What follows belongs to an exercise in optimizing a design on an open flow for small area and a short achievable clock period; a production flow would make more cautious choices.
At most, simulation tests tie the RTL to the original design; equivalence was not proved.

==> amber: inputs <==
==> flow/design.v <==
`timescale 1ns/1ps
module bk_add #(parameter W = 18) (
    input  wire [W-1:0] a,
    input  wire [W-1:0] b,
    input  wire         ci,
    output wire [W-1:0] s
);
    reg [W-1:0] p, G, P;
    integer l, j;
    always @* begin
        p = a ^ b;
        G = a & b;
        P = p;
        G[0] = G[0] | (p[0] & ci);
        for (l = 1; (1 << l) <= 2 * W; l = l + 1)
            for (j = (1 << l) - 1; j < W; j = j + (1 << l)) begin
                G[j] = G[j] | (P[j] & G[j - (1 << (l - 1))]);
                P[j] = P[j] & P[j - (1 << (l - 1))];
            end
        for (l = 6; l > 0; l = l - 1)
            for (j = (1 << l) + (1 << (l - 1)) - 1; j < W; j = j + (1 << l)) begin
                G[j] = G[j] | (P[j] & G[j - (1 << (l - 1))]);
                P[j] = P[j] & P[j - (1 << (l - 1))];
            end
    end
    assign s = p ^ {G[W-2:0], ci};
endmodule
module cordic_sqrt_pipelined(
    input  wire clk,
    input  wire rst_n,
    input  wire start,
    input  wire signed [17:0] x_in,
    input  wire signed [17:0] y_in,
    output reg  signed [17:0] sqrt_out,
    output reg  done
);
    localparam N = 12;
    localparam LAT = N + 4;    
    reg signed [17:0] xr [0:N];
    reg signed [17:0] yr [0:N-1];
    always @(posedge clk) begin
        xr[0] <= x_in[17] ? -x_in : x_in;
        yr[0] <= y_in[17] ? -y_in : y_in;
    end
    genvar i;
    generate
        for (i = 0; i < N; i = i + 1) begin : st
            wire signed [17:0] x = xr[i];
            wire signed [17:0] y = yr[i];
            wire neg = y[17];
            wire signed [17:0] ys = y >>> i;
            wire signed [17:0] xs = x >>> i;
            wire [17:0] xn, yn;
            bk_add #(18) ax (.a(x), .b(ys ^ {18{neg}}), .ci(neg), .s(xn));
            always @(posedge clk) xr[i+1] <= xn;
            if (i < N - 1) begin : yu
                bk_add #(18) ay (.a(y), .b(xs ^ {18{~neg}}), .ci(~neg), .s(yn));
                always @(posedge clk) yr[i+1] <= yn;
            end
        end
    endgenerate
    wire signed [17:0] raw = xr[N];
    wire [17:0] o1 = raw >>> 1;
    wire [17:0] o2 = raw >>> 3;
    wire [17:0] o3 = ~(raw >>> 6);
    wire [17:0] o4 = ~(raw >>> 9);
    wire [17:0] c1s = o1 ^ o2 ^ o3;
    wire [17:0] c1c = (o1 & o2) | (o1 & o3) | (o2 & o3);
    wire [17:0] r2b = {c1c[16:0], 1'b0};
    wire [17:0] c2s = c1s ^ r2b ^ o4;
    wire [17:0] c2c = (c1s & r2b) | (c1s & o4) | (r2b & o4);
    wire [17:0] s_w;
    bk_add #(18) as_ (.a(c2s), .b({c2c[16:0], 1'b1}), .ci(1'b1), .s(s_w));
    reg  [17:0] s_r;
    wire [17:0] m_w;
    bk_add #(18) am (.a(s_r), .b(~{{12{s_r[17]}}, s_r[17:12]}), .ci(1'b1), .s(m_w));
    reg  [17:0] m_r;
    wire [17:0] f_w;
    bk_add #(18) af (.a(m_r), .b(~{{9{m_r[17]}}, m_r[17:9]}), .ci(1'b1), .s(f_w));
    always @(posedge clk) begin
        s_r <= s_w;
        m_r <= m_w;
        sqrt_out <= f_w;
    end
    reg [LAT-2:0] vld;
    always @(posedge clk or negedge rst_n) begin
        if (!rst_n) begin
            vld <= 0;
            done <= 1'b0;
        end else begin
            vld <= {vld[LAT-3:0], start};
            done <= vld[LAT-2];
        end
    end
endmodule
==> flow/run.sh <==
#!/bin/bash
# synth_recipe.tcl (not shown) runs the flow's synth.tcl, then flattens the netlist and writes it again
# the make line also repeats each setting of config.mk as NAME=value (left out here)
make -C /OpenROAD-flow-scripts/flow DESIGN_CONFIG=/design/flow/config.mk WORK_HOME=/design/flow/orfs CLKGATE_MAP_FILE= SYNTH_SCRIPT=/design/flow/synth_recipe.tcl finish
==> flow/config.mk <==
export PLATFORM = sky130hd
export DESIGN_NAME = cordic_sqrt_pipelined
export DESIGN_NICKNAME = cordic_sqrt_pipelined
export VERILOG_FILES = /design/flow/design.v
export SDC_FILE = /design/flow/constraint.sdc
export NUM_CORES = 4
export LEC_CHECK = 0
export CAP_MARGIN = 20
export CORE_MARGIN = 2
export CORE_UTILIZATION = 40
export SETUP_SLACK_MARGIN = 4.4
export SLEW_MARGIN = 20
==> flow/constraint.sdc <==
create_clock -name core_clock -period 7.3 [get_ports {clk}]
set_input_delay 1.4600 -clock core_clock [delete_from_list [all_inputs] [get_ports {clk}]]
set_output_delay 1.4600 -clock core_clock [all_outputs]
set_load 0.01 [all_outputs]
==> delta: changes against amber <==
--- a/flow/design.v
+++ b/flow/design.v
@@ -35,7 +35,7 @@
     output reg  done
 );
     localparam N = 12;
-    localparam LAT = N + 4;    
+    localparam LAT = N + 5;    
     reg signed [17:0] xr [0:N];
     reg signed [17:0] yr [0:N-1];
     always @(posedge clk) begin
@@ -69,8 +69,13 @@
     wire [17:0] r2b = {c1c[16:0], 1'b0};
     wire [17:0] c2s = c1s ^ r2b ^ o4;
     wire [17:0] c2c = (c1s & r2b) | (c1s & o4) | (r2b & o4);
+    reg  [17:0] ps_r, pc_r;
+    always @(posedge clk) begin
+        ps_r <= c2s;
+        pc_r <= {c2c[16:0], 1'b1};
+    end
     wire [17:0] s_w;
-    bk_add #(18) as_ (.a(c2s), .b({c2c[16:0], 1'b1}), .ci(1'b1), .s(s_w));
+    bk_add #(18) as_ (.a(ps_r), .b(pc_r), .ci(1'b1), .s(s_w));
     reg  [17:0] s_r;
     wire [17:0] m_w;
     bk_add #(18) am (.a(s_r), .b(~{{12{s_r[17]}}, s_r[17:12]}), .ci(1'b1), .s(m_w));
==> flow/flow/run.sh (new file) <==
#!/bin/bash
# Standard layout, except that the port buffers are buf_2 cells rather than
# the delay cells buffer_ports picks by default. Output goes to standard.log.
export BUFFER_PORTS_ARGS="-buffer_cell sky130_fd_sc_hd__buf_2"
bash standard.sh "BUFFER_PORTS_ARGS=$BUFFER_PORTS_ARGS" finish > standard.log 2>&1
==> flow/standard.sh (new file) <==
#!/bin/bash
# synth_recipe.tcl (not shown) runs the flow's synth.tcl, then flattens the netlist and writes it again
# the make line also repeats each setting of config.mk as NAME=value (left out here)
make -C /OpenROAD-flow-scripts/flow DESIGN_CONFIG=/design/flow/config.mk WORK_HOME=/design/flow/orfs CLKGATE_MAP_FILE= SYNTH_SCRIPT=/design/flow/synth_recipe.tcl "${@:-finish}"
ABC_AREA = 1   (was unset)
CTS_BUF_LIST = sky130_fd_sc_hd__clkbuf_8   (was unset)
SETUP_SLACK_MARGIN = 4.6   (was 4.4)
removed: flow/run.sh
==> comparison table <==
| quantity | delta | amber |
|---|---|---|
| Result of the run | no timing/DRC/antenna violations | no timing/DRC/antenna violations |
| Post-synthesis sequential element count | 543 | 507 |
| Buffers excl. clock | 171 | 101 |
| Global-route wire length before repair | 92000 µm | 95500 µm |
| Maximum number of pins on one net before global-route repair | 28 | 34 |
| Vias per std cell | 4.51 | 4.55 |
| Count of clock buffers in the final design | 115 | 75 |
| Clock Network Area Fraction | 0.0555 | 0.0590 |
| Adder and majority cell fraction of the synthesized area | 0.290 | 0.290 |
| Standard cell with the maximum stage delay on the critical path | sky130_fd_sc_hd__dfxtp_4 | sky130_fd_sc_hd__fa_1 |
| Routed met3 length | 1570 µm | 1620 µm |
| Multiplexer share of the synthesized area | 0.00567 | 0.00501 |
| Total GRT Usage | 0.145 | 0.150 |
| CTS Sinks | 543 | 507 |
| Net count after synthesis | 3523 | 3597 |
| Number of standard cells in the final layout excluding fillers | 4185 | 4123 |
| Hold-critical path endpoint | vld[8] | vld[13] |
| Root buffer cell | sky130_fd_sc_hd__clkbuf_8 | sky130_fd_sc_hd__clkbuf_16 |
Only the layout flow was run in amber; the RTL was not checked for function there.

## port drivers added, routing unchanged
The results above use ideal ports. As a check the final layouts listed here were re-extracted and re-timed, cells and wires unchanged.
Step 1: set_driving_cell puts a clkbuf_16 on clk and a buf_2 on each other input, an assumption about the parent block.
Step 2, shift: input delay + t, output delay - t, t = (earliest + latest rising clock arrival at the registers) / 2. This alone moves slack from input paths to output paths.
Slacks: ideal / step 1 / step 2; pairs: ideal / step 1.
run | t, ns | slack for setup (ns) | pins driven straight from the clock port
amber | 0.671 | 3.643 / 3.643 / 3.643 | 1
delta | 0.758 | 4.630 / 4.582 / 4.386 | 1
After both steps every run listed still meets setup and hold. For delta, which loses most, drivers alone change the setup slack by -0.048 ns; drivers and shift together by -0.244 ns.
